Context: an optimization exercise on an open-source flow, tuned for small area. The choices shown serve that exercise and are no tape-out recipe.
Function was checked by simulation only, so behaviour that the tests miss may differ from the original.
No driver is modelled on the clock port, so clock power and skew are understated where the tree is cut down; a real chip needs a root buffer or a tree.
Power is estimated from default activity; no workload was simulated.

==> flow/design.v <==
module vga_generator(
	input				clk,
	input				reset_n,
	input		[3:0]		mode,
	input		[15:0]		pongbar1_y_input,
	input		[15:0]		pongbar2_y_input,
	input		[15:0]		bal_x_input,
	input		[15:0]		bal_y_input,
	output	reg			vga_hs,
	output				vga_vs,
	output	reg			vga_de,
	output		[7:0]		vga_r,
	output		[7:0]		vga_g,
	output		[7:0]		vga_b
);
wire m4 = mode[3] | mode[2];
wire m0 = !m4 && mode[1:0] == 2'd0;
wire m1 = !m4 && mode[1:0] == 2'd1;
wire m2 = !m4 && mode[1:0] == 2'd2;
wire m3 = !m4 && mode[1:0] == 2'd3;
reg  [11:0] U0;
reg  [10:0] Y0;
always @(*)
begin
	case ({m4, mode[1:0]})
		3'd0:    begin U0 = 12'd3953; Y0 = 11'd2012; end
		3'd1:    begin U0 = 12'd3975; Y0 = 11'd2011; end
		3'd2:    begin U0 = 12'd3801; Y0 = 11'd2012; end
		3'd3:    begin U0 = 12'd3737; Y0 = 11'd2006; end
		default: begin U0 = 12'd3905; Y0 = 11'd2006; end
	endcase
end
reg  [11:0] hx;
reg  [10:0] vy;
reg         lit;
wire [11:0] h = hx;
wire [10:0] v = vy;
wire h_up = h[11];
wire v_up = v[10] & v[9];
wire h_sync_up =
	(m0 && h[7] && h[6] && (h[5] || h[4])) ||
	(m1 && h[6] && (h[5] || h[4] || h[3] || h[2])) ||
	(m2 && h[8] && (h[7] || (h[6] && h[5]))) ||
	(m3 && h[8] && (h[7] || h[6] || h[5] || h[4] || h[3])) ||
	(m4 && (h[7] || (h[6] && h[5] && (h[4] || (h[3] && h[2])))));
wire v_sync_up =
	(m0 && (v[5] || v[1])) ||
	(m1 && v[5] && (v[4] || v[3] || v[2] || v[1] || v[0])) ||
	(m2 && v[5] && (v[4] || v[3] || v[2] || v[1])) ||
	(m3 && (v[5] || (v[3] && (v[2] || v[1] || v[0])))) ||
	(m4 && (v[5] || (v[3] && (v[2] || (v[1] && v[0])))));
wire h_past =
	(m0 && h[9] && h[7]) ||
	(m1 && h[9] && h[7] && h[6] && (h[5] || h[4])) ||
	(m2 && h[10]) ||
	(m3 && h[10] && h[8]) ||
	(m4 && h[10] && h[9] && h[8] && h[7]);
wire v_past =
	((m0 || m1) && v[8] && v[7] && v[6] && (v[5] || (v[4] && v[3] && v[2] && v[1] && v[0]))) ||
	(m2 && v[9] && (v[8] || &v[7:0])) ||
	(m3 && &v[9:0]) ||
	(m4 && v[10] && v[5] && v[4] && (v[3] || (v[2] && v[1] && v[0])));
wire h_wrap = !h_up && h_past && (
	(m0 && h[4]) ||
	(m1 && h[5]) ||
	(m2 && h[4] && h[3]) ||
	(m3 && h[5] && h[4]) ||
	(m4 && h[6] && h[4] && h[3]));
wire v_wrap = !v_up && v_past && (
	(m0 && v[5] && v[3]) ||
	(m1 && v[5] && v[2] && v[1] && v[0]) ||
	(m2 && v[8] && v[0]) ||
	m3 ||
	(m4 && v[3] && v[1]));
wire v_first = &v[5:0];
wire [12:0] hc;
wire [11:0] hx_inc;
wire [11:0] vc;
wire [10:0] vy_inc;
assign hc[0] = 1'b1;
assign vc[0] = h_wrap;
genvar k;
generate
	for (k = 0; k < 12; k = k + 1) begin : g_hinc
		assign hx_inc[k] = hx[k] ^ hc[k];
		assign hc[k+1] = hx[k] & hc[k];
	end
	for (k = 0; k < 11; k = k + 1) begin : g_vinc
		assign vy_inc[k] = vy[k] ^ vc[k];
		if (k < 10) begin : g_c
			assign vc[k+1] = vy[k] & vc[k];
		end
	end
endgenerate
always @(posedge clk)
begin
	if (!reset_n || h_wrap)
		hx <= U0;
	else
		hx <= hx_inc;
	if (!reset_n || (h_wrap && v_wrap))
		vy <= Y0;
	else
		vy <= vy_inc;
end
wire hs_next = h_up ? h_sync_up : !h_wrap;
reg  first_line;
assign vga_vs = first_line || !v_up || v_sync_up;
wire de_next = !h_up && !h_past && (v_up ? v_first : !v_past);
always @(posedge clk or negedge reset_n)
	if (!reset_n)
	begin
		vga_hs <= 1'b1;
		first_line <= 1'b1;
		vga_de <= 1'b0;
	end
	else
	begin
		vga_hs <= hs_next;
		if (h_wrap)
			first_line <= 1'b0;
		vga_de <= de_next;
	end
wire [10:0] x = hx[10:0];
wire [8:0]  y = v_up ? 9'd0 : vy[8:0];
wire        left_col = x[10:4] == 7'd0 && !(x[3] && (x[2] || x[1]));
wire        right_col = x[10:7] == 4'b0100 && x[6] && x[5] && x[4] && (x[3] || (x[2] && x[1]));
wire [8:0]  bar = ({9{left_col}} & pongbar1_y_input[8:0]) | ({9{right_col}} & pongbar2_y_input[8:0]);
wire        bar_on = (left_col && pongbar1_y_input[15:9] == 7'd0) || (right_col && pongbar2_y_input[15:9] == 7'd0);
wire [8:0]  nbar = ~bar;
wire [9:0]  dc;
wire [8:0]  dy;
assign dc[0] = 1'b1;
genvar i;
generate for (i = 0; i < 9; i = i + 1) begin : g_dy
	assign dy[i] = y[i] ^ nbar[i] ^ dc[i];
	assign dc[i+1] = (y[i] & nbar[i]) | (y[i] & dc[i]) | (nbar[i] & dc[i]);
end endgenerate
wire        bar_hit = bar_on && dc[9] && dy[8:6] == 3'd0 && !(dy[5] && (dy[4] || dy[3]));
wire        ball_hit = {5'd0, x} == bal_x_input && {7'd0, y} == bal_y_input;
always @(posedge clk)
	lit <= bar_hit || ball_hit;
assign vga_r = {8{lit}};
assign vga_g = 8'h00;
assign vga_b = lit ? 8'h00 : 8'd125;
endmodule
module pong_vpg(
	input				clk,
	input				reset_n,
	input		[3:0]		mode,
	input		[15:0]		pongbar1_y_input,
	input		[15:0]		pongbar2_y_input,
	input		[15:0]		bal_x_input,
	input		[15:0]		bal_y_input,
	output				vpg_de,
	output				vpg_hs,
	output				vpg_vs,
	output		[7:0]		vpg_r,
	output		[7:0]		vpg_g,
	output		[7:0]		vpg_b
);
vga_generator u_vga_generator (
	.clk(clk),
	.reset_n(reset_n),
	.mode(mode),
	.pongbar1_y_input(pongbar1_y_input),
	.pongbar2_y_input(pongbar2_y_input),
	.bal_x_input(bal_x_input),
	.bal_y_input(bal_y_input),
	.vga_hs(vpg_hs),
	.vga_vs(vpg_vs),
	.vga_de(vpg_de),
	.vga_r(vpg_r),
	.vga_g(vpg_g),
	.vga_b(vpg_b));
endmodule
==> flow/flow/run.sh <==
#!/bin/bash
# The standard layout (standard.sh) with these changes:
#  - Yosys's technology mapping (abc) runs an area-oriented ABC script,
#    flow/area.abc, instead of ORFS's speed script, and the synthesis
#    skips extract_fa, leaving the adders' gates to ABC; the synthesis is
#    otherwise the standard one, so the registers are the same.
#  - the port buffers that global placement inserts are buf_1 cells.
#  - global placement is not timing-driven (the later repair steps still
#    fix timing); flow/pre_gpl.tcl removes synthesis's buffers before it.
# Each tool's full output is in the ORFS logs under orfs/logs/; make's
# output is in flow_make.log.
set -euo pipefail
here=$(pwd)
{
	head -n 1 synth_recipe.tcl
	echo "proc extract_fa {args} { }"
	echo "proc abc {args} { set i [lsearch \$args -script]; set args [lreplace \$args \$i [expr {\$i + 1}] -script $here/flow/area.abc]; yosys abc {*}\$args }"
	tail -n +2 synth_recipe.tcl
} > area_synth.tcl
sed "s#SYNTH_SCRIPT=[^ ]*#SYNTH_SCRIPT=$here/area_synth.tcl#" standard.sh > area_standard.sh
grep -q "SYNTH_SCRIPT=$here/area_synth.tcl" area_standard.sh
export BUFFER_PORTS_ARGS="-buffer_cell sky130_fd_sc_hd__buf_1"
export GPL_TIMING_DRIVEN=0
export PRE_GLOBAL_PLACE_TCL=$here/flow/pre_gpl.tcl
bash area_standard.sh > flow_make.log 2>&1
==> flow/flow/area.abc <==
strash
ifraig
dc2
dc2
strash
&get -n
&dch -f
&nf -R 1000 -F 10 -C 32
&put
==> flow/flow/pre_gpl.tcl <==
# Global placement runs without its timing-driven mode (GPL_TIMING_DRIVEN 0),
# which is what normally removes synthesis's buffers first; remove them here.
remove_buffers
==> flow/standard.sh <==
#!/bin/bash
# synth_recipe.tcl (not shown) runs the flow's synth.tcl, then flattens the netlist and writes it again
# the make line also repeats each setting of config.mk as NAME=value (left out here)
make -C /OpenROAD-flow-scripts/flow DESIGN_CONFIG=/design/flow/config.mk WORK_HOME=/design/flow/orfs CLKGATE_MAP_FILE= SYNTH_SCRIPT=/design/flow/synth_recipe.tcl "${@:-finish}"
==> flow/config.mk <==
export PLATFORM = sky130hd
export DESIGN_NAME = pong_vpg
export DESIGN_NICKNAME = pong_vpg
export VERILOG_FILES = /design/flow/design.v
export SDC_FILE = /design/flow/constraint.sdc
export NUM_CORES = 4
export LEC_CHECK = 0
export CAP_MARGIN = 20
export CORE_MARGIN = 2
export CORE_UTILIZATION = 40
export SETUP_SLACK_MARGIN = 0.15
export SLEW_MARGIN = 20
==> flow/constraint.sdc <==
create_clock -name core_clock -period 4.5 [get_ports {clk}]
set_input_delay 0.9000 -clock core_clock [delete_from_list [all_inputs] [get_ports {clk}]]
set_output_delay 0.9000 -clock core_clock [all_outputs]
set_load 0.01 [all_outputs]
==> results.sh, run 1 <==
export IMPL_post_cts_resized=0
export IMPL_initial_core_util_pct=41.7
export IMPL_rows=26
export IMPL_fin_crit_sh_pct=83.5
export IMPL_avgViaCountPerCell=5.57
export IMPL_areaGrowthSynthToFinish_pct=15.7
export IMPL_crit_path_start="mode[2]"
export IMPL_p_leak_nw=0.835
export IMPL_slew_violations=0
export IMPL_track_usage_pct=20.9
export IMPL_post_drt_wl_per_cell_um=14.5
export IMPL_endpoint="u_vga_generator.vy[1]"
export IMPL_syn_inst=288
export IMPL_worstPathRequired_ns=4.64
export IMPL_cts_tree="done"
export IMPL_end_kind="flip-flop"
export IMPL_synth_largest_area_cell="dfxtp_1"
export IMPL_ys_ff_latch=27
export IMPL_first_global_vias=2128
export IMPL_ios=97
export IMPL_coreArea_sq_mm=0.00514
export IMPL_route_detailed_drc=0
export IMPL_grt_max_degree=22
export IMPL_post_cts_buffers=0
export IMPL_die_h_um=77.2
export IMPL_setup_viol=0
export IMPL_antenna_left=0
export IMPL_grtUsageMet2_pct=33.4
export IMPL_dp_worst_setup_slack_ns=-0.0501
export IMPL_fmax_mhz=266
export IMPL_holdBufCountCts=0
export IMPL_cts_max_level=1
export IMPL_antenna_found_initial=0
export IMPL_synth_area_per_cell_sq_um=7.44
export IMPL_worstSetupPathType="in2reg"
export IMPL_busiest_layer="met2"
export IMPL_cts_sinks=27
export IMPL_seqPwrFrac_pct=53.8
export IMPL_fin_area_sq_mm=0.00248
export IMPL_p_int_w=0.000359
export IMPL_max_slew_margin_rel_pct=33.8
export IMPL_async_reset_ff_share_pct=11.1
export IMPL_drtPass1Iterations=5
export IMPL_cts_made_buffers=3
export IMPL_finalWeightedCongestion=0.873
export IMPL_die_x_um=77.2
export IMPL_hold_viol=0
export IMPL_worst_endpoint_arrival_ns=3.90
export IMPL_ir_drop_uv=137
export IMPL_postPlaceCellArea_sq_mm=0.00242
export IMPL_use_met3_pct=2.94
export IMPL_use_met1_pct=29.2
export IMPL_wirelength_um=6300
export IMPL_drv_cap=0
export IMPL_clkPwrFrac_pct=28.1
export IMPL_stdcell_count=435
export IMPL_max_clock_path_buffers=2
export IMPL_skew_ns=0.00841
export IMPL_p_comb_share_pct=18.0
export IMPL_grt_pass1_wl_um=10200
export IMPL_worstMarginPinSlew_ns=0.991
export IMPL_reg2reg_slack_ns=1.18
export IMPL_drive_above_1_share_pct=2.47
export IMPL_ys_types=49
export IMPL_reg2regPathDepth=14
export IMPL_portBuffers=86
export IMPL_worstPathMaxFanout=15
export IMPL_hold_path_class="in2async"
export IMPL_min_period_ns=3.76
export IMPL_reg2reg_to="u_vga_generator.lit"
export IMPL_yosys_top_cells_area="dfxtp_1 22%, buf_4 8.1%, nand2_1 7.0%"
export IMPL_status="timing/DRC/antenna clean"
export IMPL_yosysWarnings=1
export IMPL_clock_latency_ns=0.29
export IMPL_yosysTopAreaCellShare_pct=22.4
export IMPL_setup_slack_ns=0.741
export IMPL_nets=436
export IMPL_cts_root_buf="clkbuf_8"
export IMPL_initialDrtViolationCount=171
export IMPL_setup_tns_ns=0
export IMPL_rsz0062_at_grt="no"
export IMPL_dpl_cell_count=431
export IMPL_synth_edf_count=0
export IMPL_syn_area_sq_mm=0.00214
export IMPL_power_switching_w=0.000157
export IMPL_hold_slack_ns=0.444
export IMPL_r2r_start="u_vga_generator.hx[6]"
export IMPL_p_sw_share_pct=30.4
export IMPL_synthFlopType="dfxtp_1"
export IMPL_synth_most_common_cell="nand2_1"
export IMPL_die_area_sq_mm=0.00596
export IMPL_dp_hpwl_um=4800
export IMPL_seq_area_frac_synth_pct=26.1
export IMPL_cts_clk_slew_worst_paths_ns=0.10
export IMPL_power_density_mw_per_mm2=208
export IMPL_synth_top_cells_by_count="40 x nand2_1, 24 x dfxtp_1, 23 x buf_4"
export IMPL_start_kind="input pin"
export IMPL_diodes=0
export IMPL_overflow=0
export IMPL_vias=2425
how the worst min path moves through the flow:
stage                     cells past startpoint                  start                endpoint
after floorplan                               1  u_vga_generator.hx[0]   u_vga_generator.hx[0]
after global placement                        1  u_vga_generator.hx[0]   u_vga_generator.hx[0]
after detailed placement                      1  u_vga_generator.hx[0]   u_vga_generator.hx[0]
after CTS                                     1                reset_n  u_vga_generator.vga_de
after global routing                          1                reset_n  u_vga_generator.vga_de
final                                         1                reset_n  u_vga_generator.vga_de
registers in the layout, summed over array words and instances, names as in the netlist:
| name | count |
|---|---|
| u_vga_generator.first_line | 1 |
| u_vga_generator.vy | 11 |
| u_vga_generator.lit | 1 |
| u_vga_generator.hx | 12 |
| u_vga_generator.vga_hs | 1 |
| u_vga_generator.vga_de | 1 |
layer usage:
layer	up-vias	part of all wire, %
met3	5	8.0
met5	-	0
met2	117	45
met4	0	1.1
met1	1101	46
li1	1202	-
cell type report:
cell class                      instances  area [sq um]
Fill cell                             542          2660
Inverter                               12          45.0
Sequential cell                        27           558
Clock buffer                            3          41.3
Multi-Input combinational cell        235          1410
Tap cell                               70          87.6
Timing Repair Buffer                   87           328
Clock inverter                          1          7.51
per-stage QoR:
| stage | util, % | total power (W) |
|---|---|---|
| 2_1_floorplan | - | 0.000334 |
| 6_report | 48.2 | 0.000515 |
| 5_1_grt | 48.2 | 0.000540 |
| 3_3_place_gp | 47.0 | 0.000372 |
| 4_1_cts | 48.1 | 0.000518 |
| 3_5_place_dp | 47.2 | 0.000374 |
power by group through the flow:
stage	Sequential, W	Clock, W	Combinational (W)
after CTS	0.000276	0.000149	0.0000930
after global placement	0.000281	0	0.0000908
after detailed placement	0.000282	0	0.0000924
final	0.000278	0.000145	0.0000929
after global routing	0.000280	0.000156	0.000104
after floorplan	0.000273	0	0.0000612
cell families after synthesis:
logic type | synth area share, %
flops | 26.1
xor+xnor | 8.88
compound gates | 30.9
fa+ha+maj | 0.467
buf+inv | 10.2
simple gates | 23.4
other cells | 0.175
layout by cell type, fill, tap and decap left out, drive strengths merged, types with 7 or more instances in the layout:
cell / Yosys / final
a21o: 7 / 7
a21oi: 22 / 22
a22oi: 9 / 9
and3: 8 / 8
buf: 23 / 87
clkinv: 12 / 12
conb: 1 / 10
dfxtp: 24 / 24
nand2: 40 / 40
nand3: 15 / 15
nor2: 16 / 16
nor3: 7 / 7
nor4: 8 / 8
o21ai: 18 / 18
xnor2: 14 / 14
critical path, cell delays in order:
cell and delay (ns):
buf_1 0.08, nor2_1 0.39, nand2_1 0.13, nor2_1 0.56
o211ai_1 0.18, nand2_1 0.09, a32oi_1 0.13, nor3_2 0.55
a21boi_1 0.47, nor3b_1 0.28, o21bai_1 0.14
==> run 2, diff against run 1 <==
==> flow/flow/area.abc (replaced) <==
strash
ifraig
dc2
dc2
strash
dch -f
map -a
&get -n
&dch -f
&nf -R 1000 -F 10 -C 32
&put
--- a/flow/config.mk
+++ b/flow/config.mk
@@ -8,5 +8,4 @@
 export CAP_MARGIN = 20
 export CORE_MARGIN = 2
 export CORE_UTILIZATION = 40
-export SETUP_SLACK_MARGIN = 0.15
 export SLEW_MARGIN = 20
==> run 2 against run 1 <==
  * Critical path type unchanged
  * Sequential power is 3% lower
  * Critical endpoint is now u_vga_generator.vy[10]
  * Synthesized cell count down 2.4%
  * Global-route usage hardly changed
  * Largest power group unchanged
  * First-iteration DRC count decreased by 33%
  * Highest routed layer unchanged
  * Non-clock buffer count stayed put
  * Critical path depth rose by 3
==> results.sh, run 2 <==
export IMPL_worstPathRequired_ns=4.67
export IMPL_fillers=541
export IMPL_synthFlopType="dfxtp_1"
export IMPL_slew_violations=0
export IMPL_clock_latency_ns=0.28
export IMPL_initialDrtViolationCount=115
export IMPL_yosys_top_cells_area="dfxtp_1 23%, buf_4 8.2%, a21oi_1 5.9%"
export IMPL_worstMarginPinSlew_ns=0.978
export IMPL_power_density_mw_per_mm2=208
export IMPL_layout_commonest_cell="buf_1"
export IMPL_seqPwrFrac_pct=53.4
export IMPL_drv_cap=0
export IMPL_post_cts_buffers=0
export IMPL_ir_drop_uv=103
export IMPL_synth_most_common_cell="nand2_1"
export IMPL_cts_made_buffers=3
export IMPL_reg_largest_list="u_vga_generator.hx (12), u_vga_generator.vy (11)"
export IMPL_status="timing/DRC/antenna clean"
export IMPL_grt_max_degree=15
export IMPL_seq_area_frac_synth_pct=26.4
export IMPL_antenna_left=0
export IMPL_r2r_start="u_vga_generator.hx[5]"
export IMPL_vias=2366
export IMPL_ios=97
export IMPL_hold_path_class="in2async"
export IMPL_drive_above_1_share_pct=1.96
export IMPL_worstSetupPathDepth=14
export IMPL_coreArea_sq_mm=0.00511
export IMPL_rsz0062_at_grt="no"
export IMPL_cts_root_buf="clkbuf_8"
export IMPL_synth_top_cells_by_count="33 x nand2_1, 25 x a21oi_1, 24 x dfxtp_1"
export IMPL_hold_viol=0
export IMPL_cts_max_level=1
export IMPL_die_x_um=76.7
export IMPL_ys_ff_latch=27
export IMPL_finalWeightedCongestion=0.883
export IMPL_cts_sinks=27
export IMPL_p_int_w=0.000356
export IMPL_reg2regPathDepth=11
export IMPL_max_stage_delay_ns=0.80
export IMPL_fin_total_pwr_w=0.000508
export IMPL_syn_inst=281
export IMPL_yosysWarnings=1
export IMPL_portBuffers=86
export IMPL_fin_crit_sh_pct=83.8
export IMPL_setup_viol=0
export IMPL_max_clock_path_buffers=2
export IMPL_p_comb_share_pct=18.8
export IMPL_first_global_vias=2131
export IMPL_synth_edf_count=0
export IMPL_async_reset_ff_share_pct=11.1
export IMPL_max_slew_margin_rel_pct=34.3
export IMPL_synth_area_per_cell_sq_um=7.52
export IMPL_diodes=0
export IMPL_p_sw_share_pct=29.9
export IMPL_setup_tns_ns=0
export IMPL_post_cts_resized=0
export IMPL_crit_path_start="mode[2]"
export IMPL_areaGrowthSynthToFinish_pct=15.5
export IMPL_avgViaCountPerCell=5.53
export IMPL_critPathSlowestCell="nor3_1"
export IMPL_overflow=0
export IMPL_rows=26
export IMPL_wirelength_um=6150
export IMPL_holdBufCountCts=0
export IMPL_ys_types=45
export IMPL_path_cells="buf_1 -> or2_0 -> nor3_1 -> a32o_1 -> o21ai_0 -> o22ai_1 -> nand2_1 -> clkinv_1 -> and3_1 -> and3_1 -> and4_1 -> nand2_1 -> a21boi_0 -> o21ai_0"
export IMPL_route_detailed_drc=0
export IMPL_end_kind="flip-flop"
export IMPL_fmax_mhz=265
export IMPL_die_area_sq_mm=0.00588
export IMPL_min_period_ns=3.77
export IMPL_nets=429
export IMPL_synth_largest_area_cell="dfxtp_1"
export IMPL_regMostFlops="u_vga_generator.hx"
export IMPL_antenna_found_initial=0
export IMPL_initial_core_util_pct=41.4
export IMPL_cp_num_buf_inv=2
export IMPL_power_switching_w=0.000152
export IMPL_die_h_um=76.7
export IMPL_crit_family="simple AND/OR/NAND/NOR gates"
export IMPL_skew_ns=0.00349
export IMPL_drtPass1Iterations=4
export IMPL_dp_hpwl_um=4920
export IMPL_worstSetupPathType="in2reg"
export IMPL_largest_reg_flops=12
export IMPL_worstPathMaxFanout=9
export IMPL_clkPwrFrac_pct=27.8
export IMPL_grt_pass1_wl_um=10000
export IMPL_final_cell_mix="86 x buf_1, 33 x nand2_1, 25 x a21oi_1"
export IMPL_syn_area_sq_mm=0.00211
export IMPL_cts_clk_slew_worst_paths_ns=0.09
export IMPL_post_drt_wl_per_cell_um=14.4
export IMPL_yosysTopAreaCellShare_pct=22.7
export IMPL_track_usage_pct=20.8
export IMPL_worst_endpoint_arrival_ns=3.94
export IMPL_start_kind="input pin"
export IMPL_cts_tree="done"
export IMPL_p_leak_nw=0.798
==> run 2: changes by cell type in the layout (fill, tap and decap cells not counted), moves of 3 or more <==
cell,previous run,this run
o2bb2ai_1,0,3
nand3_1,15,5
o211ai_1,4,0
xor2_1,5,14
a21oi_1,22,25
xnor2_1,14,11
a21o_1,7,2
o21ai_0,18,21
a22oi_1,9,5
nor2_1,16,19
a22o_1,4,8
nand2_1,40,33
==> run 2: final timing paths <==
path                       slack (ns)                    endpoint
setup / recovery                 0.73      u_vga_generator.vy[10]
hold / removal                   0.45      u_vga_generator.vga_de
setup reg to reg                 1.40         u_vga_generator.lit
hold reg to reg                  0.46       u_vga_generator.hx[0]
max in group asynchronous        3.78  u_vga_generator.first_line
min in group core_clock          0.46       u_vga_generator.hx[0]
==> run 2: kinds of logic after synthesis <==
logic type / share of synthesized area, %
flops: 26.4
fa+ha+maj: 0.948
simple gates: 20.9
other cells: 0.178
compound gates: 30.5
xor+xnor: 10.4
buf+inv: 10.7
==> run 2: power groups by stage <==
stage	Sequential [W]	Clock, W	Combinational [W]
3_5_place_dp	0.000276	0	0.0000946
3_3_place_gp	0.000275	0	0.0000934
2_1_floorplan	0.000270	0	0.0000613
5_1_grt	0.000274	0.000158	0.000108
6_report	0.000271	0.000141	0.0000955
4_1_cts	0.000270	0.000147	0.0000955
==> run 2: area by class of cell <==
type,instances,area (sq um),area share (%)
Inverter,14,52.6,2.15
Sequential cell,27,558,22.9
Timing Repair Buffer,87,328,13.4
Tap cell,70,87.6,3.59
Clock buffer,4,45.0,1.85
Multi-Input combinational cell,226,1370,56.1
==> run 2: through the flow <==
stage,util (%),worst slack [ns],cells,area (sq um),hold WS (ns)
finish,47.8,0.729,428,2440,0.452
global route,47.8,0.365,428,2440,0.444
CTS,47.8,0.755,428,2440,0.449
detailed placement,46.9,0.445,424,2390,0.441
global placement,46.7,0.424,423,2380,0.438
floorplan,-,1.13,290,2150,0.412
==> run 2: layer usage <==
metal  track usage (%)  share of wire, %
met1              28.2                45
met2              34.7                47
met3              2.59               7.1
met4              6.00               1.5
met5                 0                 0
==> run 3, diff against run 2 <==
--- a/flow/flow/run.sh
+++ b/flow/flow/run.sh
@@ -5,8 +5,6 @@
 #    skips extract_fa, leaving the adders' gates to ABC; the synthesis is
 #    otherwise the standard one, so the registers are the same.
 #  - the port buffers that global placement inserts are buf_1 cells.
-#  - global placement is not timing-driven (the later repair steps still
-#    fix timing); flow/pre_gpl.tcl removes synthesis's buffers before it.
 # Each tool's full output is in the ORFS logs under orfs/logs/; make's
 # output is in flow_make.log.
 set -euo pipefail
@@ -20,6 +18,4 @@
 sed "s#SYNTH_SCRIPT=[^ ]*#SYNTH_SCRIPT=$here/area_synth.tcl#" standard.sh > area_standard.sh
 grep -q "SYNTH_SCRIPT=$here/area_synth.tcl" area_standard.sh
 export BUFFER_PORTS_ARGS="-buffer_cell sky130_fd_sc_hd__buf_1"
-export GPL_TIMING_DRIVEN=0
-export PRE_GLOBAL_PLACE_TCL=$here/flow/pre_gpl.tcl
 bash area_standard.sh > flow_make.log 2>&1
==> flow/flow/area.abc (replaced) <==
strash
ifraig
dc2
dc2
strash
&get -n
&dch -f
&nf -R 1000 -F 10 -C 32
&put
removed: flow/flow/pre_gpl.tcl
==> run 3 against run 2 <==
  * Still clean on timing, DRC and antenna
  * Combinational power shrank 2.7%
  * Die area grew 1.3%
  * First-iteration DRC count shrank 6.1%
  * Synthesized cell count grew 2.5%
  * Clock-buffer cell count is the same
  * Register-to-register slack lost 0.16 ns
  * Largest cell class unchanged
  * Largest power group unchanged
==> results.sh, run 3 <==
export IMPL_antenna_found_initial=0
export IMPL_setup_tns_ns=0
export IMPL_synth_area_per_cell_sq_um=7.44
export IMPL_dp_hpwl_um=4880
export IMPL_first_global_vias=2227
export IMPL_yosysTopAreaCellShare_pct=22.4
export IMPL_post_cts_resized=0
export IMPL_route_detailed_drc=0
export IMPL_final_cell_mix="86 x buf_1, 40 x nand2_1, 24 x dfxtp_1"
export IMPL_worstPathRequired_ns=3.60
export IMPL_ys_types=49
export IMPL_reg2reg_slack_ns=1.24
export IMPL_max_clock_path_buffers=2
export IMPL_cp_num_buf_inv=2
export IMPL_rsz0062_at_grt="no"
export IMPL_post_drt_wl_per_cell_um=14.4
export IMPL_max_stage_delay_ns=0.54
export IMPL_worstPathMaxFanout=10
export IMPL_areaGrowthSynthToFinish_pct=15.8
export IMPL_drive_above_1_share_pct=2.18
export IMPL_post_cts_buffers=0
export IMPL_hold_path_class="reg2reg"
export IMPL_regMostFlops="u_vga_generator.hx"
export IMPL_syn_area_sq_mm=0.00214
export IMPL_layout_commonest_cell="buf_1"
export IMPL_synth_most_common_cell="nand2_1"
export IMPL_die_area_sq_mm=0.00596
export IMPL_power_density_mw_per_mm2=204
export IMPL_die_x_um=77.2
export IMPL_max_slew_margin_rel_pct=50.0
export IMPL_p_leak_nw=0.845
export IMPL_worstMarginPinSlew_ns=0.744
export IMPL_async_reset_ff_share_pct=11.1
export IMPL_worst_endpoint_arrival_ns=2.54
export IMPL_fillers=563
export IMPL_cts_sinks=27
export IMPL_min_path_cells=1
export IMPL_cts_made_buffers=3
export IMPL_drv_cap=0
export IMPL_hold_viol=0
export IMPL_rows=26
export IMPL_holdBufCountCts=0
export IMPL_slew_violations=0
export IMPL_worstSetupPathDepth=7
export IMPL_ir_drop_uv=130
export IMPL_use_met1_pct=28.6
export IMPL_synth_edf_count=0
export IMPL_diodes=0
export IMPL_synth_largest_area_cell="dfxtp_1"
export IMPL_ys_ff_latch=27
export IMPL_yosys_top_cells_area="dfxtp_1 22%, buf_4 8.1%, nand2_1 7.0%"
export IMPL_die_h_um=77.2
export IMPL_track_usage_pct=20.7
export IMPL_skew_ns=0.00540
export IMPL_cts_max_level=1
export IMPL_vias=2472
export IMPL_critPathSlowestCell="nor2_1"
export IMPL_coreArea_sq_mm=0.00514
export IMPL_fin_crit_sh_pct=76.4
export IMPL_yosysWarnings=1
export IMPL_use_met3_pct=3.41
export IMPL_end_kind="primary output"
export IMPL_ios=97
export IMPL_cts_root_buf="clkbuf_8"
export IMPL_wirelength_um=6310
export IMPL_clock_latency_ns=0.27
export IMPL_initial_core_util_pct=41.7
export IMPL_finalWeightedCongestion=0.877
export IMPL_synth_top_cells_by_count="40 x nand2_1, 24 x dfxtp_1, 23 x buf_4"
export IMPL_busiest_layer="met2"
export IMPL_cts_tree="done"
export IMPL_initialDrtViolationCount=108
export IMPL_drtPass1Iterations=4
export IMPL_grtUsageMet2_pct=33.5
export IMPL_crit_family="simple AND/OR/NAND/NOR gates"
export IMPL_seq_area_frac_synth_pct=26.1
export IMPL_antenna_left=0
export IMPL_avgViaCountPerCell=5.66
export IMPL_start_kind="input pin"
export IMPL_min_period_ns=3.44
export IMPL_reg2regPathDepth=13
export IMPL_grt_pass1_wl_um=10300
export IMPL_reg_largest_list="u_vga_generator.hx (12), u_vga_generator.vy (11)"
export IMPL_fin_total_pwr_w=0.000505
export IMPL_worstSetupPathType="in2out"
export IMPL_setup_viol=0
export IMPL_synthFlopType="dfxtp_1"
export IMPL_largest_reg_flops=12
export IMPL_path_cells="buf_1 -> nor2_1 -> nand2_1 -> nor2_1 -> o21ai_0 -> a211o_1 -> buf_1"
export IMPL_cts_clk_slew_worst_paths_ns=0.09
export IMPL_grt_max_degree=22
export IMPL_overflow=0
export IMPL_syn_inst=288
export IMPL_fmax_mhz=291
export IMPL_status="timing/DRC/antenna clean"
export IMPL_nets=438
export IMPL_portBuffers=86
-- run 3: changes by cell type in the layout (fill, tap and decap cells not counted), moves of 4 or more --
| cell | change |
|---|---|
| nand2_1 | +7 |
| a21o_1 | +5 |
| o211ai_1 | +4 |
| nand3_1 | +10 |
| a22oi_1 | +4 |
| a22o_1 | -4 |
| xor2_1 | -9 |
-- run 3: where the power goes --
part | internal (W) | total [W] | switching (W)
sequential | 0.000251 | 0.000277 | 0.0000261
combinational | 0.0000452 | 0.0000929 | 0.0000477
clock | 0.0000633 | 0.000136 | 0.0000722
-- run 3: routing by layer --
| layer | part of all wire, % | vias to the layer above |
|---|---|---|
| met4 | 1.0 | 0 |
| met1 | 45 | 1116 |
| met3 | 11 | 8 |
| li1 | - | 1207 |
| met5 | 0 | - |
| met2 | 43 | 141 |
-- run 3: cells by family (layout without fill, tap and decap cells) --
family | after synthesis | count (layout) | share of synthesized area (%)
and+or+nand+nor | 106 | 106 | 23.4
AOI/OAI and AO/OA | 98 | 98 | 30.9
buffers and inverters | 35 | 105 | 10.2
DFF | 27 | 27 | 26.1
xor gates and xnor gates | 20 | 20 | 8.88
adders and majority gates | 1 | 1 | 0.467
other | 1 | 10 | 0.175
-- run 3: worst paths after layout --
check                                           start                      to
worst max-delay path                          mode[2]                  vpg_vs
worst min-delay path            u_vga_generator.hx[0]   u_vga_generator.hx[0]
worst max register to register  u_vga_generator.hx[6]     u_vga_generator.lit
worst min register to register  u_vga_generator.hx[0]   u_vga_generator.hx[0]
max in group asynchronous                     reset_n  u_vga_generator.vga_hs
min in group asynchronous                     reset_n  u_vga_generator.vga_de
-- run 3: stage by stage --
step	area (sq um)	instances	hold slack [ns]	worst slack, ns	util, %
final	2480	437	0.468	1.06	48.3
after global routing	2480	437	0.483	0.827	48.3
after CTS	2480	437	0.468	1.07	48.3
after detailed placement	2440	433	0.445	0.947	47.4
after floorplan	2180	297	0.413	0.874	-
after global placement	2440	433	0.449	0.989	47.4
-- run 3: cell type report --
class / instances / area [sq um] / share of cell area, %
multi-input cells: 235 / 1400 / 56.4
flip-flops and latches: 27 / 558 / 22.5
clock buffers: 4 / 45.0 / 1.82
inverters: 12 / 45.0 / 1.82
repair buffers: 89 / 345 / 13.9
well taps: 70 / 87.6 / 3.53
==> run 4, diff against run 3 <==
==> flow/flow/area.abc (replaced) <==
strash
ifraig
dc2
dc2
strash
dch -f
map -a
&get -n
&dch -f
&nf -R 1000 -F 10 -C 32
&put
==> run 4 against run 3 <==
  * Still clean
  * Final cell count is 1.8% lower
  * Register-to-register slack better by 0.08 ns
  * Critical path depth up 7
  * Synthesized cell count shrank 2.4%
  * Wire length fell by 2.9%
  * Cell area decreased by 1.5%
  * Total power about the same
  * Die area decreased by 1.3%
  * Critical path type is now in2reg
==> results.sh, run 4 <==
export IMPL_min_period_ns=3.40
export IMPL_grtUsageMet2_pct=34.2
export IMPL_grt_max_degree=15
export IMPL_ir_drop_uv=121
export IMPL_syn_inst=281
export IMPL_first_global_vias=2095
export IMPL_track_usage_pct=20.9
export IMPL_antenna_left=0
export IMPL_crit_path_start="mode[2]"
export IMPL_post_cts_buffers=0
export IMPL_regMostFlops="u_vga_generator.hx"
export IMPL_synth_area_per_cell_sq_um=7.52
export IMPL_hold_path_class="in2async"
export IMPL_fin_util_pct=47.8
export IMPL_avgViaCountPerCell=5.49
export IMPL_slew_violations=0
export IMPL_yosysTopAreaCellShare_pct=22.7
export IMPL_setup_slack_ns=1.10
export IMPL_yosys_mux_area_fraction_pct=0
export IMPL_crit_top_cell="nand2_1"
export IMPL_max_clock_path_buffers=2
export IMPL_reg2reg_slack_ns=1.32
export IMPL_synth_fa_ha_area_share_pct=0.948
export IMPL_route_detailed_drc=0
export IMPL_synth_edf_count=0
export IMPL_die_x_um=76.7
export IMPL_worstSetupPathType="in2reg"
export IMPL_portBuffers=86
export IMPL_use_met1_pct=29.3
export IMPL_fmax_mhz=294
export IMPL_dpl_cell_count=425
export IMPL_r2r_start="u_vga_generator.hx[5]"
export IMPL_layout_commonest_cell="buf_1"
export IMPL_die_h_um=76.7
export IMPL_skew_ns=0.00782
export IMPL_ys_ff_latch=27
export IMPL_initial_core_util_pct=41.4
export IMPL_synthFlopType="dfxtp_1"
export IMPL_fin_crit_sh_pct=75.5
export IMPL_vias=2356
export IMPL_worstPathRequired_ns=4.66
export IMPL_final_cell_mix="86 x buf_1, 33 x nand2_1, 25 x a21oi_1"
export IMPL_p_leak_nw=0.803
export IMPL_synth_xor_area_share_pct=10.4
export IMPL_synth_compound_area_share_pct=30.5
export IMPL_die_area_sq_mm=0.00588
export IMPL_start_kind="input pin"
export IMPL_ys_types=45
export IMPL_dp_worst_setup_slack_ns=0.854
export IMPL_use_met3_pct=2.94
export IMPL_cts_root_buf="clkbuf_8"
export IMPL_path_cells="buf_1 -> nor2_1 -> nand2_1 -> nor2_1 -> o21ai_0 -> o22ai_1 -> nand2_1 -> clkinv_1 -> and3_1 -> and3_1 -> and4_1 -> nand2_1 -> a21boi_0 -> o21ai_0"
export IMPL_cts_clk_slew_worst_paths_ns=0.10
export IMPL_rsz0062_at_grt="no"
export IMPL_drive_above_1_share_pct=1.95
export IMPL_post_drt_wl_per_cell_um=14.3
export IMPL_synth_top_family_by_area="compound AO/OA/AOI/OAI gates"
export IMPL_post_cts_resized=0
export IMPL_status="timing/DRC/antenna clean"
export IMPL_clock_latency_ns=0.27
export IMPL_nets=430
export IMPL_synth_most_common_cell="nand2_1"
export IMPL_synth_largest_area_cell="dfxtp_1"
export IMPL_cts_max_level=1
export IMPL_critPathSlowestCell="nor2_1"
export IMPL_ios=97
export IMPL_cts_sinks=27
export IMPL_max_stage_delay_ns=0.38
export IMPL_overflow=0
export IMPL_worst_endpoint_arrival_ns=3.55
export IMPL_end_kind="flip-flop"
export IMPL_wirelength_um=6130
export IMPL_async_reset_ff_share_pct=11.1
export IMPL_cts_made_buffers=3
export IMPL_finalWeightedCongestion=0.895
export IMPL_largest_reg_flops=12
export IMPL_reg_largest_list="u_vga_generator.hx (12), u_vga_generator.vy (11)"
export IMPL_cts_tree="done"
export IMPL_grt_pass1_wl_um=10100
export IMPL_reg2reg_to="u_vga_generator.lit"
export IMPL_synth_simple_area_share_pct=20.9
export IMPL_yosysWarnings=1
export IMPL_coreArea_sq_mm=0.00511
export IMPL_drv_cap=0
export IMPL_hold_viol=0
export IMPL_drtPass1Iterations=4
export IMPL_setup_viol=0
export IMPL_busiest_layer="met2"
export IMPL_stdcell_count=429
export IMPL_diodes=0
export IMPL_setup_tns_ns=0
export IMPL_rows=26
export IMPL_dp_hpwl_um=4880
export IMPL_areaGrowthSynthToFinish_pct=15.7
export IMPL_holdBufCountCts=0
export IMPL_worstPathMaxFanout=7
export IMPL_reg2regPathDepth=11
export IMPL_yosys_top_cells_area="dfxtp_1 23%, buf_4 8.2%, a21oi_1 5.9%"
export IMPL_power_density_mw_per_mm2=207
export IMPL_initialDrtViolationCount=119
export IMPL_seq_area_frac_synth_pct=26.4
export IMPL_synth_top_cells_by_count="33 x nand2_1, 25 x a21oi_1, 24 x dfxtp_1"
export IMPL_syn_area_sq_mm=0.00211
export IMPL_antenna_found_initial=0
## run 4: metrics by stage
step	cell area, sq um	hold WS [ns]	total power, W
3_5_place_dp	2400	0.446	0.000371
2_1_floorplan	2150	0.412	0.000331
6_report	2440	0.447	0.000505
4_1_cts	2440	0.454	0.000508
3_3_place_gp	2400	0.433	0.000371
5_1_grt	2440	0.450	0.000531
## run 4: logic make-up after synthesis
| logic type | after synthesis |
|---|---|
| compound gates | 97 |
| xor+xnor | 25 |
| fa+ha+maj | 2 |
| buf+inv | 37 |
| flops | 27 |
| other cells | 1 |
| simple gates | 92 |
## run 4: layout make-up
class / count / area, sq um
timing repair buffer: 88 / 338
tap: 70 / 87.6
multi-input combinational: 226 / 1360
inverter: 14 / 52.6
fill: 526 / 2660
sequential: 27 / 558
clock buffer: 4 / 45.0
## run 4: power breakdown
part           internal, W  total [W]  switching (W)  leakage [nW]
Sequential        0.000251   0.000271      0.0000206         0.232
Combinational    0.0000419  0.0000956      0.0000537         0.549
Clock            0.0000634   0.000138      0.0000748        0.0228
## run 4: critical path, delay by kind of cell
kind | cells | cell delay (ns)
simple gates | 8 | 1.89
buf+inv | 2 | 0.21
compound gates | 4 | 0.56
## run 4: layer usage
layer	vias up	share of wire (%)
met2	116	45
met4	0	0.77
met5	-	0
li1	1188	-
met1	1048	46
met3	4	7.8
## run 4: how the worst max path moves through the flow
stage / end / slack (ns) / cells after the start
final: u_vga_generator.vy[10] / 1.10 / 14
after detailed placement: u_vga_generator.vy[10] / 0.85 / 14
after CTS: u_vga_generator.vy[10] / 1.14 / 14
after global placement: u_vga_generator.vy[10] / 0.97 / 14
after global routing: u_vga_generator.vy[10] / 0.71 / 16
after floorplan: u_vga_generator.vy[10] / 1.13 / 13
==> run 5, diff against run 4 <==
--- a/flow/config.mk
+++ b/flow/config.mk
@@ -5,7 +5,7 @@
 export SDC_FILE = /design/flow/constraint.sdc
 export NUM_CORES = 4
 export LEC_CHECK = 0
-export CAP_MARGIN = 20
+export CAP_MARGIN = 0
 export CORE_MARGIN = 2
 export CORE_UTILIZATION = 40
-export SLEW_MARGIN = 20
+export SLEW_MARGIN = 0
==> run 5 against run 4 <==
  * Sequential share of layout area unchanged
  * Maximum frequency unchanged
  * Still clean
  * Wire length is the same
  * Highest routed layer unchanged
  * Critical path type unchanged
==> results.sh, run 5 <==
export IMPL_die_h_um=76.7
export IMPL_max_clock_path_buffers=2
export IMPL_largest_reg_flops=12
export IMPL_critPathSlowestCell="nor2_1"
export IMPL_clock_latency_ns=0.27
export IMPL_ios=97
export IMPL_syn_area_sq_mm=0.00211
export IMPL_cts_sinks=27
export IMPL_nets=430
export IMPL_start_kind="input pin"
export IMPL_power_density_mw_per_mm2=207
export IMPL_diodes=0
export IMPL_vias=2356
export IMPL_path_cells="buf_1 -> nor2_1 -> nand2_1 -> nor2_1 -> o21ai_0 -> o22ai_1 -> nand2_1 -> clkinv_1 -> and3_1 -> and3_1 -> and4_1 -> nand2_1 -> a21boi_0 -> o21ai_0"
export IMPL_first_global_vias=2095
export IMPL_seq_area_frac_synth_pct=26.4
export IMPL_postPlaceCellArea_sq_mm=0.00240
export IMPL_regMostFlops="u_vga_generator.hx"
export IMPL_crit_family="simple AND/OR/NAND/NOR gates"
export IMPL_r2r_start="u_vga_generator.hx[5]"
export IMPL_fin_crit_sh_pct=75.5
export IMPL_post_cts_resized=0
export IMPL_stdcell_count=429
export IMPL_grt_max_degree=15
export IMPL_reg2reg_to="u_vga_generator.lit"
export IMPL_synth_top_cells_by_count="33 x nand2_1, 25 x a21oi_1, 24 x dfxtp_1"
export IMPL_initialDrtViolationCount=119
export IMPL_reg2reg_slack_ns=1.32
export IMPL_skew_ns=0.00782
export IMPL_yosys_top_cells_area="dfxtp_1 23%, buf_4 8.2%, a21oi_1 5.9%"
export IMPL_hold_slack_ns=0.447
export IMPL_finalWeightedCongestion=0.895
export IMPL_cts_clk_slew_worst_paths_ns=0.10
export IMPL_rows=26
export IMPL_min_period_ns=3.40
export IMPL_setup_tns_ns=0
export IMPL_slew_violations=0
export IMPL_route_detailed_drc=0
export IMPL_antenna_left=0
export IMPL_die_area_sq_mm=0.00588
export IMPL_cts_max_level=1
export IMPL_post_drt_wl_per_cell_um=14.3
export IMPL_async_reset_ff_share_pct=11.1
export IMPL_fillers=526
export IMPL_drv_cap=0
export IMPL_die_x_um=76.7
export IMPL_cp_num_buf_inv=2
export IMPL_cts_root_buf="clkbuf_8"
export IMPL_avgViaCountPerCell=5.49
export IMPL_dpl_cell_count=425
export IMPL_yosysTopAreaCellShare_pct=22.7
export IMPL_multiInputGateArea_sq_mm=0.00136
export IMPL_synth_area_per_cell_sq_um=7.52
export IMPL_setup_viol=0
export IMPL_synth_edf_count=0
export IMPL_synth_most_common_cell="nand2_1"
export IMPL_rsz0062_at_grt="no"
export IMPL_grt_pass1_wl_um=10100
export IMPL_status="timing/DRC/antenna clean"
export IMPL_reg_largest_list="u_vga_generator.hx (12), u_vga_generator.vy (11)"
export IMPL_coreArea_sq_mm=0.00511
export IMPL_ir_drop_uv=121
export IMPL_worst_endpoint_arrival_ns=3.55
export IMPL_drtPass1Iterations=4
export IMPL_p_leak_nw=0.803
export IMPL_wirelength_um=6130
export IMPL_hold_path_class="in2async"
export IMPL_worstSetupPathType="in2reg"
export IMPL_worstPathRequired_ns=4.66
export IMPL_crit_top_cell="nand2_1"
export IMPL_seq_area_sq_um=558
export IMPL_overflow=0
export IMPL_syn_inst=281
export IMPL_fmax_mhz=294
export IMPL_worstPathMaxFanout=7
export IMPL_portBuffers=86
export IMPL_cts_made_buffers=3
export IMPL_layout_commonest_cell="buf_1"
export IMPL_yosysWarnings=1
export IMPL_ys_types=45
export IMPL_fin_area_sq_mm=0.00244
export IMPL_drive_above_1_share_pct=1.95
export IMPL_antenna_found_initial=0
export IMPL_hold_viol=0
export IMPL_post_cts_buffers=0
export IMPL_synthFlopType="dfxtp_1"
export IMPL_initial_core_util_pct=41.4
export IMPL_end_kind="flip-flop"
export IMPL_reg2regPathDepth=11
export IMPL_holdBufCountCts=0
export IMPL_areaGrowthSynthToFinish_pct=15.7
export IMPL_final_cell_mix="86 x buf_1, 33 x nand2_1, 25 x a21oi_1"
export IMPL_dp_hpwl_um=4880
export IMPL_cts_tree="done"
export IMPL_synth_largest_area_cell="dfxtp_1"
export IMPL_track_usage_pct=20.9
export IMPL_max_stage_delay_ns=0.38
export IMPL_ys_ff_latch=27
run 5: cell counts after synthesis:
Identical to the previous run, type by type.
run 5: cell families (layout without fill, tap and decap cells):
kind of cell             Yosys count  after routing  synth area share [%]
buffers and inverters             37            106                  10.7
AO/OA/AOI/OAI                     97             97                  30.5
adder cells (fa/ha/maj)            2              2                 0.948
XOR/XNOR                          25             25                  10.4
flip-flops                        27             27                  26.4
other                              1             10                 0.178
AND/OR/NAND/NOR                   92             92                  20.9
run 5: power by group:
group          leakage (nW)  switching, W  internal (W)
sequential            0.232     0.0000206      0.000251
clock                0.0228     0.0000748     0.0000634
combinational         0.549     0.0000537     0.0000419
total                 0.803      0.000149      0.000356
run 5: worst max path at each step:
stage                 start                endpoint  slack, ns  depth (start not counted)
floorplan           mode[2]  u_vga_generator.vy[10]       1.13                         13
global placement    mode[2]  u_vga_generator.vy[10]       0.97                         14
detailed placement  mode[2]  u_vga_generator.vy[10]       0.85                         14
CTS                 mode[2]  u_vga_generator.vy[10]       1.14                         14
global route        mode[2]  u_vga_generator.vy[10]       0.71                         16
finish              mode[2]  u_vga_generator.vy[10]       1.10                         14
run 5: cell type report:
type | instances | share of cell area (%)
clock buffers | 4 | 1.84
repair buffers | 88 | 13.8
multi-input cells | 226 | 55.8
well taps | 70 | 3.58
inverters | 14 | 2.15
flip-flops and latches | 27 | 22.8
run 5: through the flow:
step	worst slack, ns	util (%)	total power [W]
final	1.10	47.8	0.000505
after global routing	0.709	47.8	0.000531
after CTS	1.14	47.8	0.000508
after detailed placement	0.854	47.0	0.000371
after global placement	0.972	47.0	0.000371
after floorplan	1.13	-	0.000331
run 5: metal layers:
layer	wire length [um]	track usage, %
met1	2830	29.3
met3	480	2.94
met5	0	0
met2	2770	34.2
met4	47	4.00
==> run 6, diff against run 5 <==
--- a/flow/flow/run.sh
+++ b/flow/flow/run.sh
@@ -5,6 +5,8 @@
 #    skips extract_fa, leaving the adders' gates to ABC; the synthesis is
 #    otherwise the standard one, so the registers are the same.
 #  - the port buffers that global placement inserts are buf_1 cells.
+#  - the outputs that are constant 0 share synthesis's one tie cell
+#    (SKIP_REPAIR_TIE_FANOUT).
 # Each tool's full output is in the ORFS logs under orfs/logs/; make's
 # output is in flow_make.log.
 set -euo pipefail
@@ -18,4 +20,5 @@
 sed "s#SYNTH_SCRIPT=[^ ]*#SYNTH_SCRIPT=$here/area_synth.tcl#" standard.sh > area_standard.sh
 grep -q "SYNTH_SCRIPT=$here/area_synth.tcl" area_standard.sh
 export BUFFER_PORTS_ARGS="-buffer_cell sky130_fd_sc_hd__buf_1"
+export SKIP_REPAIR_TIE_FANOUT=1
 bash area_standard.sh > flow_make.log 2>&1
--- a/flow/config.mk
+++ b/flow/config.mk
@@ -5,7 +5,7 @@
 export SDC_FILE = /design/flow/constraint.sdc
 export NUM_CORES = 4
 export LEC_CHECK = 0
-export CAP_MARGIN = 0
+export CAP_MARGIN = 20
 export CORE_MARGIN = 2
 export CORE_UTILIZATION = 40
-export SLEW_MARGIN = 0
+export SLEW_MARGIN = 20
==> run 6 against run 5 <==
  * Still clean
  * Clock power is essentially flat
  * Synthesized cell count unchanged
  * Clock skew decreased by 0.0050 ns
  * Flip-flop and latch count unchanged
  * Via count is 0.30% lower
  * Combinational power decreased by 1%
  * Die area unchanged
  * Global-route usage shrank 0.96 points
  * First-iteration DRC count is 1.7% higher
  * Non-clock buffer count unchanged
  * Sequential share of layout area increased by 0.32 points
  * Final cell count down 2.1%
  * Critical path type unchanged
  * Highest routed layer unchanged
==> results.sh, run 6 <==
export IMPL_synthFlopType="dfxtp_1"
export IMPL_rsz0062_at_grt="no"
export IMPL_vias=2349
export IMPL_nets=421
export IMPL_largest_reg_flops=12
export IMPL_coreArea_sq_mm=0.00511
export IMPL_skew_ns=0.00286
export IMPL_worstMarginPinSlew_ns=0.533
export IMPL_hold_viol=0
export IMPL_seq_area_sq_um=558
export IMPL_end_kind="flip-flop"
export IMPL_ys_ff_latch=27
export IMPL_setup_viol=0
export IMPL_critPathSlowestCell="nor2_1"
export IMPL_r2r_start="u_vga_generator.hx[5]"
export IMPL_synth_edf_count=0
export IMPL_max_clock_path_buffers=2
export IMPL_p_int_w=0.000356
export IMPL_synth_largest_area_cell="dfxtp_1"
export IMPL_synth_most_common_cell="nand2_1"
export IMPL_fillers=532
export IMPL_cts_max_level=1
export IMPL_syn_area_sq_mm=0.00211
export IMPL_cts_clk_slew_worst_paths_ns=0.09
export IMPL_drv_cap=0
export IMPL_synth_top_cells_by_count="33 x nand2_1, 25 x a21oi_1, 24 x dfxtp_1"
export IMPL_fmax_mhz=292
export IMPL_diodes=0
export IMPL_cts_sinks=27
export IMPL_drive_above_1_share_pct=2.00
export IMPL_drtPass1Iterations=4
export IMPL_seq_area_frac_synth_pct=26.4
export IMPL_initialDrtViolationCount=121
export IMPL_avgViaCountPerCell=5.59
export IMPL_status="timing/DRC/antenna clean"
export IMPL_wl_met1_um=2810
export IMPL_overflow=0
export IMPL_regMostFlops="u_vga_generator.hx"
export IMPL_synth_area_per_cell_sq_um=7.52
export IMPL_grt_pass1_wl_um=9730
export IMPL_areaGrowthSynthToFinish_pct=14.1
export IMPL_cts_tree="done"
export IMPL_wirelength_um=5970
export IMPL_clkPwrFrac_pct=27.6
export IMPL_dp_hpwl_um=4690
export IMPL_first_global_vias=2053
export IMPL_hold_path_class="in2async"
export IMPL_yosysWarnings=1
export IMPL_yosysTopAreaCellShare_pct=22.7
export IMPL_cts_made_buffers=3
export IMPL_die_h_um=76.7
export IMPL_fin_total_pwr_w=0.000506
export IMPL_path_cells="buf_1 -> nor2_1 -> nand2_1 -> nor2_1 -> o21ai_0 -> o22ai_1 -> nand2_1 -> clkinv_1 -> and3_1 -> and3_1 -> and4_1 -> nand2_1 -> a21boi_0 -> o21ai_0"
export IMPL_power_density_mw_per_mm2=210
export IMPL_initial_core_util_pct=41.4
export IMPL_yosys_top_cells_area="dfxtp_1 23%, buf_4 8.2%, a21oi_1 5.9%"
export IMPL_wl_met3_um=512
export IMPL_die_x_um=76.7
export IMPL_setup_slack_ns=1.07
export IMPL_max_slew_margin_rel_pct=64.2
export IMPL_antenna_left=0
export IMPL_max_stage_delay_ns=0.38
export IMPL_syn_inst=281
export IMPL_setup_tns_ns=0
export IMPL_p_comb_share_pct=18.6
export IMPL_worstPathMaxFanout=7
export IMPL_p_sw_share_pct=29.7
export IMPL_power_switching_w=0.000150
export IMPL_holdBufCountCts=0
export IMPL_antenna_found_initial=0
export IMPL_layout_commonest_cell="buf_1"
export IMPL_seqPwrFrac_pct=53.8
export IMPL_track_usage_pct=19.9
export IMPL_finalWeightedCongestion=0.920
export IMPL_die_area_sq_mm=0.00588
export IMPL_worst_endpoint_arrival_ns=3.59
export IMPL_reg_largest_list="u_vga_generator.hx (12), u_vga_generator.vy (11)"
export IMPL_slew_violations=0
export IMPL_final_cell_mix="86 x buf_1, 33 x nand2_1, 25 x a21oi_1"
export IMPL_wl_met2_um=2540
export IMPL_portBuffers=86
export IMPL_fin_crit_sh_pct=76.2
export IMPL_crit_top_cell="nand2_1"
export IMPL_async_reset_ff_share_pct=11.1
export IMPL_post_cts_resized=0
export IMPL_cts_root_buf="clkbuf_8"
export IMPL_post_cts_buffers=0
export IMPL_grt_max_degree=15
export IMPL_rows=26
export IMPL_multiInputGateArea_sq_mm=0.00133
export IMPL_dp_worst_setup_slack_ns=0.838
export IMPL_ys_types=45
export IMPL_ios=97
export IMPL_min_period_ns=3.43
export IMPL_reg2regPathDepth=11
export IMPL_clock_latency_ns=0.27
export IMPL_worstPathRequired_ns=4.66
export IMPL_top_layer_used="met4"
export IMPL_p_leak_nw=0.774
export IMPL_ir_drop_uv=126
export IMPL_worstSetupPathType="in2reg"
export IMPL_route_detailed_drc=0
export IMPL_start_kind="input pin"
export IMPL_post_drt_wl_per_cell_um=14.2
export IMPL_reg2reg_to="u_vga_generator.lit"
export IMPL_reg2reg_slack_ns=1.33
-- run 6: changes by cell type in the layout (fill, tap and decap cells not counted) --
cell	change
conb_1	-9
-- run 6: worst max-delay path: cells and delay by family --
| kind | cells | cell delay (ns) |
|---|---|---|
| compound gates | 4 | 0.58 |
| buf+inv | 2 | 0.21 |
| simple gates | 8 | 1.91 |
-- run 6: layer usage --
| metal | vias to the layer above | track usage (%) |
|---|---|---|
| li1 | 1172 | - |
| met1 | 1043 | 28.0 |
| met2 | 125 | 30.3 |
| met3 | 9 | 3.76 |
| met4 | 0 | 7.27 |
| met5 | - | 0 |
-- run 6: power by group through the flow --
stage / combinational, W / sequential (W) / clock, W
floorplan: 0.0000613 / 0.000270 / 0
global placement: 0.0000929 / 0.000277 / 0
detailed placement: 0.0000929 / 0.000277 / 0
CTS: 0.0000939 / 0.000271 / 0.000142
global route: 0.000105 / 0.000274 / 0.000153
finish: 0.0000944 / 0.000272 / 0.000140
-- run 6: worst max path at each step --
stage                     cells past startpoint     from                endpoint
after floorplan                              13  mode[2]  u_vga_generator.vy[10]
after global placement                       16  mode[2]  u_vga_generator.vy[10]
after detailed placement                     16  mode[2]  u_vga_generator.vy[10]
after global routing                         14  mode[2]  u_vga_generator.vy[10]
after CTS                                    14  mode[2]  u_vga_generator.vy[10]
final                                        14  mode[2]  u_vga_generator.vy[10]
-- run 6: layout make-up --
class                           instances  share of cell area (%)
Multi-Input combinational cell        217                    55.1
Sequential cell                        27                    23.2
Clock buffer                            4                    1.87
Timing Repair Buffer                   88                    14.0
Inverter                               14                    2.18
Tap cell                               70                    3.63
-- run 6: kinds of logic (layout without fill, tap and decap cells) --
logic type,Yosys count,after routing,synth area share [%]
AO/OA/AOI/OAI,97,97,30.5
XOR/XNOR,25,25,10.4
adder cells (fa/ha/maj),2,2,0.948
buffers and inverters,37,106,10.7
flip-flops,27,27,26.4
other,1,1,0.178
AND/OR/NAND/NOR,92,92,20.9
-- run 6: per-stage QoR --
stage	cell area [sq um]	util, %	std cells	hold slack (ns)
after CTS	2410	47.2	420	0.450
after global placement	2360	46.3	416	0.444
after floorplan	2110	-	281	0.412
final	2410	47.2	420	0.455
after detailed placement	2360	46.3	416	0.443
after global routing	2410	47.2	420	0.457
==> run 7, diff against run 6 <==
--- a/flow/flow/run.sh
+++ b/flow/flow/run.sh
@@ -7,6 +7,8 @@
 #  - the port buffers that global placement inserts are buf_1 cells.
 #  - the outputs that are constant 0 share synthesis's one tie cell
 #    (SKIP_REPAIR_TIE_FANOUT).
+#  - after clock tree synthesis, flow/post_cts.tcl takes the tree's root
+#    buffer out, so the clock port drives the two leaf buffers.
 # Each tool's full output is in the ORFS logs under orfs/logs/; make's
 # output is in flow_make.log.
 set -euo pipefail
@@ -21,4 +23,5 @@
 grep -q "SYNTH_SCRIPT=$here/area_synth.tcl" area_standard.sh
 export BUFFER_PORTS_ARGS="-buffer_cell sky130_fd_sc_hd__buf_1"
 export SKIP_REPAIR_TIE_FANOUT=1
+export POST_CTS_TCL=$here/flow/post_cts.tcl
 bash area_standard.sh > flow_make.log 2>&1
==> flow/flow/post_cts.tcl (new file) <==
# After clock tree synthesis: the tree is a root buffer driving two leaf
# buffers, which drive the registers. Take the root buffer out, so that the
# clock port drives the two leaf buffers directly (the port still feeds only
# buffers, two of them), and take out the dummy loads CTS adds to balance
# the leaves.
set block [ord::get_db_block]
set root [$block findInst clkbuf_0_clk]
if { $root == "NULL" } {
	utl::error FLW 1 "post_cts.tcl: no root clock buffer clkbuf_0_clk"
}
set in_net [[$root findITerm A] getNet]
set root_net [[$root findITerm X] getNet]
foreach it [$root_net getITerms] {
	set inst [$it getInst]
	if { $inst == $root } { continue }
	if { [string match "clkload*" [$inst getName]] } {
		odb::dbInst_destroy $inst
		continue
	}
	$it disconnect
	$it connect $in_net
}
odb::dbInst_destroy $root
odb::dbNet_destroy $root_net
foreach inst [$block getInsts] {
	if { [string match "clkload*" [$inst getName]] } {
		odb::dbInst_destroy $inst
	}
}
set n 0
foreach it [$in_net getITerms] { incr n }
puts "post_cts.tcl: root clock buffer removed; the clock port drives $n cell pins"
estimate_parasitics -placement
report_clock_skew
report_check_types -max_slew -max_capacitance -max_fanout -violators
==> run 7 against run 6 <==
  * Still clean
  * Synthesized area is the same
  * Total power shrank 7.0%
  * Cell area shrank 0.73%
  * Non-clock buffer count is the same
  * Flip-flop and latch count is the same
  * Final cell count shrank 0.48%
  * Combinational power is essentially flat
  * Clock skew grew 0.0053 ns
  * Via count is essentially flat
  * Largest cell class unchanged
  * Highest routed layer unchanged
==> results.sh, run 7 <==
export IMPL_track_usage_pct=19.5
export IMPL_max_stage_delay_ns=0.39
export IMPL_overflow=0
export IMPL_initialDrtViolationCount=100
export IMPL_synth_edf_count=0
export IMPL_p_sw_share_pct=29.2
export IMPL_hold_path_class="reg2reg"
export IMPL_power_density_mw_per_mm2=197
export IMPL_max_slew_margin_rel_pct=64.0
export IMPL_finalWeightedCongestion=0.920
export IMPL_worstPathMaxFanout=7
export IMPL_syn_area_sq_mm=0.00211
export IMPL_worstPathRequired_ns=4.54
export IMPL_dp_hpwl_um=4690
export IMPL_syn_inst=281
export IMPL_diodes=0
export IMPL_cts_sinks=27
export IMPL_die_x_um=76.7
export IMPL_synth_area_per_cell_sq_um=7.52
export IMPL_clock_latency_ns=0.15
export IMPL_route_detailed_drc=0
export IMPL_cts_clk_slew_worst_paths_ns=0.09
export IMPL_ys_types=45
export IMPL_yosysTopAreaCellShare_pct=22.7
export IMPL_drtPass1Iterations=4
export IMPL_drv_cap=0
export IMPL_worstMarginPinSlew_ns=0.535
export IMPL_yosys_top_cells_area="dfxtp_1 23%, buf_4 8.2%, a21oi_1 5.9%"
export IMPL_skew_ns=0.00813
export IMPL_worst_endpoint_arrival_ns=3.62
export IMPL_status="timing/DRC/antenna clean"
export IMPL_power_switching_w=0.000138
export IMPL_antenna_found_initial=0
export IMPL_coreArea_sq_mm=0.00511
export IMPL_stdcell_count=418
export IMPL_slew_violations=0
export IMPL_regMostFlops="u_vga_generator.hx"
export IMPL_rows=26
export IMPL_ios=97
export IMPL_antenna_left=0
export IMPL_initial_core_util_pct=41.4
export IMPL_final_cell_mix="86 x buf_1, 33 x nand2_1, 25 x a21oi_1"
export IMPL_end_kind="flip-flop"
export IMPL_portBuffers=86
export IMPL_post_drt_wl_per_cell_um=14.3
export IMPL_async_reset_ff_share_pct=11.1
export IMPL_critPathSlowestCell="nor2_1"
export IMPL_grt_max_degree=15
export IMPL_ys_ff_latch=27
export IMPL_reg_largest_list="u_vga_generator.hx (12), u_vga_generator.vy (11)"
export IMPL_die_h_um=76.7
export IMPL_setup_viol=0
export IMPL_synth_top_cells_by_count="33 x nand2_1, 25 x a21oi_1, 24 x dfxtp_1"
export IMPL_wirelength_um=5960
export IMPL_ir_drop_uv=126
export IMPL_vias=2351
export IMPL_areaGrowthSynthToFinish_pct=13.3
export IMPL_crit_top_cell="nand2_1"
export IMPL_layout_commonest_cell="buf_1"
export IMPL_hold_viol=0
export IMPL_seq_area_frac_synth_pct=26.4
export IMPL_synthFlopType="dfxtp_1"
export IMPL_yosysWarnings=1
export IMPL_dpl_cell_count=416
export IMPL_seqPwrFrac_pct=57.9
export IMPL_nets=420
export IMPL_synth_most_common_cell="nand2_1"
export IMPL_p_int_w=0.000333
export IMPL_min_period_ns=3.58
export IMPL_grt_pass1_wl_um=9680
export IMPL_drive_above_1_share_pct=1.72
export IMPL_rsz0062_at_grt="no"
export IMPL_start_kind="input pin"
export IMPL_die_area_sq_mm=0.00588
export IMPL_fmax_mhz=280
export IMPL_synth_largest_area_cell="dfxtp_1"
export IMPL_worstSetupPathType="in2reg"
export IMPL_clkPwrFrac_pct=22.1
export IMPL_fin_crit_sh_pct=79.5
export IMPL_first_global_vias=2028
export IMPL_setup_tns_ns=0
export IMPL_p_comb_share_pct=20.1
export IMPL_p_leak_nw=0.766
export IMPL_largest_reg_flops=12
export IMPL_avgViaCountPerCell=5.62
export IMPL_path_cells="buf_1 -> nor2_1 -> nand2_1 -> nor2_1 -> o21ai_0 -> o22ai_1 -> nand2_1 -> clkinv_1 -> and3_1 -> and3_1 -> and4_1 -> nand2_1 -> a21boi_0 -> o21ai_0"
export IMPL_fin_total_pwr_w=0.000471
-- run 7: changes by cell type in the layout (fill, tap and decap cells not counted) --
cell and delta:
clkbuf_1 -1, clkbuf_8 -1
-- run 7: worst paths after layout --
check,from,endpoint,slack (ns),depth (start not counted)
min reg2reg,u_vga_generator.hx[0],u_vga_generator.hx[0],0.47,1
max,mode[2],u_vga_generator.vy[10],0.92,14
min in group asynchronous,reset_n,u_vga_generator.vga_de,0.58,1
min,u_vga_generator.hx[0],u_vga_generator.hx[0],0.47,1
max in group asynchronous,reset_n,u_vga_generator.vga_hs,3.66,1
max reg2reg,u_vga_generator.hx[5],u_vga_generator.lit,1.34,11
-- run 7: power groups by stage --
stage | logic, W | clock network (W) | registers (W)
after floorplan | 0.0000613 | 0 | 0.000270
after global routing | 0.000105 | 0.000117 | 0.000274
after detailed placement | 0.0000929 | 0 | 0.000277
after global placement | 0.0000929 | 0 | 0.000277
final | 0.0000947 | 0.000104 | 0.000273
-- run 7: kinds of logic (layout without fill, tap and decap cells) --
family                   Yosys count  count (layout)  share of synthesized area [%]
adder cells (fa/ha/maj)            2               2                          0.948
buffers and inverters             37             104                           10.7
AND/OR/NAND/NOR                   92              92                           20.9
other                              1               1                          0.178
AO/OA/AOI/OAI                     97              97                           30.5
XOR/XNOR                          25              25                           10.4
flip-flops                        27              27                           26.4
-- run 7: critical path, delay by kind of cell --
kind / cells / cell delay [ns]
AND/OR/NAND/NOR: 8 / 1.93
buffers and inverters: 2 / 0.21
AO/OA/AOI/OAI: 4 / 0.58
-- run 7: metal layers --
layer / wire, um / vias up / part of all wire, % / global-route usage, %
met5: 0 / - / 0 / 0
met3: 496 / 4 / 8.3 / 2.82
li1: - / 1171 / - / -
met1: 2780 / 1055 / 47 / 28.4
met4: 43 / 0 / 0.72 / 3.27
met2: 2650 / 121 / 44 / 30.8
-- run 7: per-stage QoR --
step | setup slack, ns | cell area, sq um | hold slack (ns) | util (%)
floorplan | 1.13 | 2110 | 0.412 | -
global placement | 0.964 | 2360 | 0.444 | 46.3
detailed placement | 0.838 | 2360 | 0.443 | 46.3
global route | 0.626 | 2390 | 0.494 | 46.8
finish | 0.924 | 2390 | 0.471 | 46.8
-- run 7: cell type report --
cell class | count | area, sq um
clock buffers | 2 | 27.5
fillers | 531 | 2720
inverters | 14 | 52.6
multi-input cells | 217 | 1330
flip-flops and latches | 27 | 558
well taps | 70 | 87.6
repair buffers | 88 | 338

[what the ideal ports hide]
The flow's constraints put no driver on any port. The routed layouts listed below were extracted and timed again, unchanged, in two steps.
Step 1 (the two cells are an assumption about what drives the block):
set clk [get_ports {clk}]
set_driving_cell -lib_cell sky130_fd_sc_hd__clkbuf_16 $clk
set_driving_cell -lib_cell sky130_fd_sc_hd__buf_2 [delete_from_list [all_inputs] $clk]
Step 2 times the ports against the registers' clock, not the clock port: input delays grow and output delays shrink by t, the midpoint of the rising clock arrivals with the driver on.
Three values: no drivers, after step 1, after step 2; two values: the first two.
| run | t, ns | slack for setup (ns) | latest minus earliest clock arrival (ns) | worst data-port slew with drivers (ns) | cell pins on the clock port's net |
|---|---|---|---|---|---|
| run 1 | 0.310 | 0.741 / 0.749 / 0.439 | 0.008 / 0.008 | 0.04 | 1 |
| run 2 | 0.303 | 0.729 / 0.738 / 0.434 | 0.003 / 0.003 | 0.04 | 1 |
| run 3 | 0.294 | 1.061 / 1.041 / 0.894 | 0.005 / 0.006 | 0.04 | 1 |
| run 4 | 0.295 | 1.104 / 1.093 / 0.817 | 0.008 / 0.008 | 0.04 | 1 |
| run 5 | 0.295 | 1.104 / 1.093 / 0.817 | 0.008 / 0.008 | 0.04 | 1 |
| run 6 | 0.298 | 1.072 / 1.069 / 0.781 | 0.003 / 0.002 | 0.04 | 1 |
| run 7 | 0.179 | 0.924 / 0.936 / 0.757 | 0.009 / 0.008 | 0.04 | 2 |
After both steps every run listed still meets setup and hold. The setup slack of run 1, which loses most, moves by +0.008 ns with the drivers and by -0.302 ns with both steps.
